This is an optimization exercise on Yosys and OpenROAD, whose aim is small area, a short achievable clock period and few clock cycles, not a production implementation.
Where RTL was checked, it was by simulation tests only, not by an equivalence proof against the original.
No activity file was given, so power comes from the tool's default toggle rates.

middle:
## cpu_8bit
module cpu_8bit (
    input wire clk,
    input wire reset,
    input wire [7:0] data_in,
    output wire [7:0] data_out,
    output wire [7:0] address,
    output wire mem_write
);
Size: ~27 I/O pins.
==> module datapath, before the edit <==
module datapath (
    input wire clk,
    input wire reset,
    input wire [7:0] data_in,
    input wire rd,
    input wire wr,
    input wire dsel,
    input wire sub,
    input wire [1:0] mop,
    output reg [7:0] pc,
    output reg [7:0] acc
);
    reg        carry;
    wire [7:0] d   = data_in;
    wire [3:0] op  = data_in[7:4];
    wire [3:0] opd = data_in[3:0];
    wire       fetch = !dsel;
    wire       zero = (acc == 8'h00);
    reg        cond;
    always @(*) begin
        case (op[1:0])
            2'b00: cond = 1'b0;      
            2'b01: cond = 1'b1;      
            2'b10: cond = zero;      
            default: cond = carry;   
        endcase
    end
    wire       tk   = fetch && (op[3:2] == 2'b10) && cond;    
    wire [7:0] pc_s = dsel ? pc : pc + 8'h01;                  
    wire [7:0] pc_n = tk ? {4'h0, opd} : pc_s;
    always @(posedge clk or posedge reset) begin
        if (reset)
            pc <= 8'h00;
        else
            pc <= pc_n;
    end
    wire [7:0] ax = acc ^ {8{sub}};
    wire [7:0] g0 = ax & d;
    wire [7:0] p0 = ax | d;
    wire [7:0] g1, p1, g2, p2, g3;
    genvar i;
    generate
        for (i = 0; i < 8; i = i + 1) begin : pf
            if (i >= 1) begin : l1
                assign g1[i] = g0[i] | (p0[i] & g0[i-1]);
                assign p1[i] = p0[i] & p0[i-1];
            end else begin : l1z
                assign g1[i] = g0[i];
                assign p1[i] = p0[i];
            end
            if (i >= 2) begin : l2
                assign g2[i] = g1[i] | (p1[i] & g1[i-2]);
                assign p2[i] = p1[i] & p1[i-2];
            end else begin : l2z
                assign g2[i] = g1[i];
                assign p2[i] = p1[i];
            end
            if (i >= 4) begin : l3
                assign g3[i] = g2[i] | (p2[i] & g2[i-4]);
            end else begin : l3z
                assign g3[i] = g2[i];
            end
        end
    endgenerate
    wire [7:0] c = {g3[6:0], 1'b0};              
    wire [7:0] h = acc ^ d;                      
    wire is_ar = rd && (mop[1] ^ mop[0]);        
    wire is_and = rd && (mop == 2'b11);
    wire is_ld  = rd && (mop == 2'b00);
    wire [7:0] k = {8{is_ld}} | ({8{is_and}} & acc);
    wire is_nl = fetch && (op[3:1] == 3'b011);
    wire is_sr = fetch && (op == 4'h8);
    wire [7:0] nl = op[0] ? {acc[6:0], 1'b0} : ~acc;
    wire [7:0] sr = {1'b0, acc[7:1]};
    wire       c_nl = op[0] ? acc[7] : 1'b1;
    wire [7:0] y   = is_nl ? nl : (is_sr ? sr : ((d & k) | (acc & {8{!rd}})));
    wire       y_c = is_nl ? c_nl : (!is_sr && !rd && carry);
    wire [7:0] r1 = is_ar ? ~h : y;
    wire [7:0] r0 = is_ar ?  h : y;
    wire [7:0] acc_n = (c & r1) | (~c & r0);
    wire       c_n   = is_ar ? g3[7] : y_c;
    always @(posedge clk or posedge reset) begin
        if (reset) begin
            acc   <= 8'h00;
            carry <= 1'b0;
        end else begin
            acc   <= acc_n;
            carry <= c_n;
        end
    end
endmodule
export LEC_CHECK = 0
export ABC_AREA = 1
export CAP_MARGIN = 20
export CORE_MARGIN = 2
export CORE_UTILIZATION = 40
export SETUP_SLACK_MARGIN = 2.0
export SLEW_MARGIN = 20
create_clock -name core_clock -period 4.0 [get_ports {clk}]
standard.sh (not shown) runs the stock make flow with config.mk's settings and CLKGATE_MAP_FILE= SYNTH_SCRIPT=/design/flow/synth_recipe.tcl, a recipe that flattens the netlist after the stock synthesis.
==> flow/flow/run.sh <==
#!/bin/bash
# Standard layout, except:
#  - synthesis maps with flow/abc.script and without full/half-adder cells,
#  - the ports get plain buffers,
#  - resizing may change a cell's footprint.
F=$(pwd)/flow
export FLOW_ABC_SCRIPT=$F/abc.script
export BUFFER_PORTS_ARGS="-buffer_cell sky130_fd_sc_hd__buf_2"
bash standard.sh SYNTH_SCRIPT=$F/synth_abc.tcl ADDER_MAP_FILE= MATCH_CELL_FOOTPRINT=0 finish > standard.log 2>&1
==> flow/flow/abc.script <==
strash
dch
map -a
topo
stime -c
buffer -c
upsize -c
dnsize -c
==> flow/flow/synth_abc.tcl <==
# synth_recipe.tcl with one change: abc runs the script in flow/abc.script
# instead of ORFS's abc_area.script. Everything else is the same.
proc synth {args} { yosys synth -nofsm -noshare {*}$args }
proc abc {args} {
  set i [lsearch -exact $args -script]
  if { $i >= 0 } { lset args [expr {$i + 1}] $::env(FLOW_ABC_SCRIPT) }
  yosys abc {*}$args
}
source $::env(SCRIPTS_DIR)/synth.tcl
# left out here: clear keep_hierarchy, flatten, clean up, hide names made inside functions, write 1_2_yosys.v
Testbench counts of middle, summed over its fixed seeds: cycles 52,861.
What south does differently from middle at the input level:
diff --git a/flow/design.v b/flow/design.v
--- a/flow/design.v
+++ b/flow/design.v
@@ -69,38 +69,25 @@
         else
             pc <= pc_n;
     end
     wire [7:0] ax = acc ^ {8{sub}};
     wire [7:0] g0 = ax & d;
     wire [7:0] p0 = ax | d;
-    wire [7:0] g1, p1, g2, p2, g3;
-    genvar i;
-    generate
-        for (i = 0; i < 8; i = i + 1) begin : pf
-            if (i >= 1) begin : l1
-                assign g1[i] = g0[i] | (p0[i] & g0[i-1]);
-                assign p1[i] = p0[i] & p0[i-1];
-            end else begin : l1z
-                assign g1[i] = g0[i];
-                assign p1[i] = p0[i];
-            end
-            if (i >= 2) begin : l2
-                assign g2[i] = g1[i] | (p1[i] & g1[i-2]);
-                assign p2[i] = p1[i] & p1[i-2];
-            end else begin : l2z
-                assign g2[i] = g1[i];
-                assign p2[i] = p1[i];
-            end
-            if (i >= 4) begin : l3
-                assign g3[i] = g2[i] | (p2[i] & g2[i-4]);
-            end else begin : l3z
-                assign g3[i] = g2[i];
-            end
-        end
-    endgenerate
-    wire [7:0] c = {g3[6:0], 1'b0};              
+    wire G10 = g0[1] | (p0[1] & g0[0]);
+    wire G32 = g0[3] | (p0[3] & g0[2]), P32 = p0[3] & p0[2];
+    wire G54 = g0[5] | (p0[5] & g0[4]), P54 = p0[5] & p0[4];
+    wire G76 = g0[7] | (p0[7] & g0[6]), P76 = p0[7] & p0[6];
+    wire G20 = g0[2] | (p0[2] & G10);
+    wire G30 = G32 | (P32 & G10);
+    wire G64 = g0[6] | (p0[6] & G54), P64 = p0[6] & P54;
+    wire G74 = G76 | (P76 & G54),     P74 = P76 & P54;
+    wire G40 = g0[4] | (p0[4] & G30);
+    wire G50 = G54 | (P54 & G30);
+    wire G60 = G64 | (P64 & G30);
+    wire G70 = G74 | (P74 & G30);
+    wire [7:0] c = {G60, G50, G40, G30, G20, G10, g0[0], 1'b0};    
     wire [7:0] h = acc ^ d;                      
     wire is_ar = rd && (mop[1] ^ mop[0]);        
     wire is_and = rd && (mop == 2'b11);
     wire is_ld  = rd && (mop == 2'b00);
     wire [7:0] k = {8{is_ld}} | ({8{is_and}} & acc);
     wire is_nl = fetch && (op[3:1] == 3'b011);
@@ -110,13 +97,13 @@
     wire       c_nl = op[0] ? acc[7] : 1'b1;
     wire [7:0] y   = is_nl ? nl : (is_sr ? sr : ((d & k) | (acc & {8{!rd}})));
     wire       y_c = is_nl ? c_nl : (!is_sr && !rd && carry);
     wire [7:0] r1 = is_ar ? ~h : y;
     wire [7:0] r0 = is_ar ?  h : y;
     wire [7:0] acc_n = (c & r1) | (~c & r0);
-    wire       c_n   = is_ar ? g3[7] : y_c;
+    wire       c_n   = is_ar ? G70 : y_c;
     always @(posedge clk or posedge reset) begin
         if (reset) begin
             acc   <= 8'h00;
             carry <= 1'b0;
         end else begin
             acc   <= acc_n;
==> comparison <==
[compare] base=middle new=south: final design utilization grew by 0.27 points; setup fix buffers added after clock tree synthesis grew by 2. Taking middle as the reference point, the clock share of power of south rises by 0.9 points. Reported for middle and south, initial antenna violation count turned out identical to the last digit. Higher number of cells after detailed placement goes to middle over south. In the reports for middle and south, the smaller number of vias after detailed routing belongs to south. Looking at part of the power in combinational logic across middle and south, the one that comes out lower is south. In the metrics for middle and south, the one carrying the lower width of the chip is south. Looking at relative contribution of sequential cells to total power, south sits above middle. south closes out successfully: all stages finished, all timing, DRC and antenna checks passed. Taking middle as the reference point, the number of gates on the worst path with buffers counted of south rises by 2. Summary of south over middle: fraction of synthesized cell area in xor and xnor cells lower; final area lower. south ends up with a maximum fanout along the worst path that is 5 lower than in middle. Looking at area growth from synthesis to final layout, south sits above middle.
For south, only the layout was checked, not whether the RTL still works.

* * *

cpu_8bit, a different RTL version from the one above (not shown whole).
Size in the first run: about 260 cells after synthesis, roughly 27 I/O pins, roughly 0.0019 mm² of cells after synthesis.
==> module datapath, before the edit <==
module datapath (
    input wire clk,
    input wire reset,
    input wire [7:0] data_in,
    input wire rd,
    input wire wr,
    input wire [1:0] mop,
    output reg [7:0] acc,
    output reg [7:0] addr
);
    reg  [7:0] pc;         
    reg        carry;
    wire       dsel = rd || wr;
    wire       sub  = (mop == 2'b10);
    wire [7:0] d   = data_in;
    wire [3:0] op  = data_in[7:4];
    wire [3:0] opd = data_in[3:0];
    wire       fetch = !dsel;
    wire       zero = (acc == 8'h00);
    reg        cond;
    always @(*) begin
        case (op[1:0])
            2'b00: cond = 1'b0;      
            2'b01: cond = 1'b1;      
            2'b10: cond = zero;      
            default: cond = carry;   
        endcase
    end
    wire       tk   = fetch && (op[3:2] == 2'b10) && cond;    
    wire [7:0] pc_s = dsel ? pc : pc + 8'h01;                  
    wire [7:0] pc_n = tk ? {4'h0, opd} : pc_s;
    wire       mem  = fetch && (op != 4'h0) && (op[3:1] <= 3'b010);
    wire [7:0] ad_n = mem ? {4'h0, opd} : pc_n;
    always @(posedge clk or posedge reset) begin
        if (reset) begin
            pc   <= 8'h00;
            addr <= 8'h00;
        end else begin
            pc   <= pc_n;
            addr <= ad_n;
        end
    end
    wire [7:0] ax = acc ^ {8{sub}};
    wire [7:0] g0 = ax & d;
    wire [7:0] p0 = ax | d;
    wire [7:0] g1, p1, g2, p2, g3;
    genvar i;
    generate
        for (i = 0; i < 8; i = i + 1) begin : pf
            if (i >= 1) begin : l1
                assign g1[i] = g0[i] | (p0[i] & g0[i-1]);
                assign p1[i] = p0[i] & p0[i-1];
            end else begin : l1z
                assign g1[i] = g0[i];
                assign p1[i] = p0[i];
            end
            if (i >= 2) begin : l2
                assign g2[i] = g1[i] | (p1[i] & g1[i-2]);
                assign p2[i] = p1[i] & p1[i-2];
            end else begin : l2z
                assign g2[i] = g1[i];
                assign p2[i] = p1[i];
            end
            if (i >= 4) begin : l3
                assign g3[i] = g2[i] | (p2[i] & g2[i-4]);
            end else begin : l3z
                assign g3[i] = g2[i];
            end
        end
    endgenerate
    wire [7:0] c = {g3[6:0], 1'b0};              
    wire [7:0] h = acc ^ d;                      
    wire is_ar = rd && (mop[1] ^ mop[0]);        
    wire is_and = rd && (mop == 2'b11);
    wire is_ld  = rd && (mop == 2'b00);
    wire [7:0] k = {8{is_ld}} | ({8{is_and}} & acc);
    wire is_nl = fetch && (op[3:1] == 3'b011);
    wire is_sr = fetch && (op == 4'h8);
    wire [7:0] nl = op[0] ? {acc[6:0], 1'b0} : ~acc;
    wire [7:0] sr = {1'b0, acc[7:1]};
    wire       c_nl = op[0] ? acc[7] : 1'b1;
    wire [7:0] y   = is_nl ? nl : (is_sr ? sr : ((d & k) | (acc & {8{!rd}})));
    wire       y_c = is_nl ? c_nl : (!is_sr && !rd && carry);
    wire [7:0] r1 = is_ar ? ~h : y;
    wire [7:0] r0 = is_ar ?  h : y;
    wire [7:0] acc_n = (c & r1) | (~c & r0);
    wire       c_n   = is_ar ? g3[7] : y_c;
    always @(posedge clk or posedge reset) begin
        if (reset) begin
            acc   <= 8'h00;
            carry <= 1'b0;
        end else begin
            acc   <= acc_n;
            carry <= c_n;
        end
    end
endmodule
Settings: LEC_CHECK=0, ABC_AREA=1, CAP_MARGIN=20, CORE_MARGIN=2, CORE_UTILIZATION=40, SETUP_SLACK_MARGIN=2.0, SLEW_MARGIN=20; clock period 4.0 ns.
Scripts as last shown in full above: flow/flow/run.sh, flow/flow/abc.script, flow/flow/synth_abc.tcl
Next try:
--- a/flow/design.v
+++ b/flow/design.v
@@ -39,22 +39,24 @@
     wire [3:0] op  = data_in[7:4];
     wire [3:0] opd = data_in[3:0];
     wire       fetch = !dsel;
     wire       zero = (acc == 8'h00);
-    reg        cond;
+    reg        jmp, opa;
     always @(*) begin
-        case (op[1:0])
-            2'b00: cond = 1'b0;      
-            2'b01: cond = 1'b1;      
-            2'b10: cond = zero;      
-            default: cond = carry;   
+        case (op)
+            4'h1, 4'h2, 4'h3, 4'h4, 4'h5:
+                     begin jmp = 1'b0;  opa = 1'b1;  end
+            4'h9:    begin jmp = 1'b1;  opa = 1'b1;  end
+            4'hA:    begin jmp = zero;  opa = zero;  end
+            4'hB:    begin jmp = carry; opa = carry; end
+            default: begin jmp = 1'b0;  opa = 1'b0;  end
         endcase
     end
-    wire       tk   = fetch && (op[3:2] == 2'b10) && cond;    
-    wire [7:0] pc_s = dsel ? pc : pc + 8'h01;                  
+    wire       tk   = fetch && jmp;
+    wire       ao   = fetch && opa;
+    wire [7:0] pc_s = pc + {7'h00, fetch};
     wire [7:0] pc_n = tk ? {4'h0, opd} : pc_s;
-    wire       mem  = fetch && (op != 4'h0) && (op[3:1] <= 3'b010);
-    wire [7:0] ad_n = mem ? {4'h0, opd} : pc_n;
+    wire [7:0] ad_n = ao ? {4'h0, opd} : pc_s;
     always @(posedge clk or posedge reset) begin
         if (reset) begin
             pc   <= 8'h00;
             addr <= 8'h00;
Flip-flop and latch count is unchanged.
Clock power hardly moves.
Clock-buffer cell count does not change.
Setup slack is better by 32 ps.
Wire length is about the same.
Power falls by 0.74%.
Global-route usage hardly moves.
Register-to-register slack is better by 30 ps.
Critical path depth falls by 2.
No functional check of the RTL was part of any run of this note.

## static timing again, ports no longer ideal
In the flow no input, the clock included, has a driving cell. The finished layouts below were timed again as built, in two steps. Step 1, drivers: a clkbuf_16 drives clk and a buf_2 each remaining input, both assumed. Step 2 moves the port delays by t, midway between the first and last clock arrival at a register: inputs arrive t later, outputs are due t later. That takes back most of the time a late clock gives input paths. Three values: ideal, step 1, step 2; two values: the first two.
run	t (ns)	setup slack, ns	worst register clock-pin slew, ns
middle	0.310	2.101 / 2.072 / 1.863	0.10 / 0.10
south	0.299	2.031 / 2.004 / 1.707	0.10 / 0.10
the first run of note 2	0.312	2.027 / 2.022 / 1.709	0.07 / 0.07
the second run of note 2	0.309	2.060 / 2.064 / 1.755	0.07 / 0.07
After both steps setup and hold are still met in every run listed. For south, which loses most, drivers alone change the setup slack by -0.027 ns; drivers and shift together by -0.324 ns.
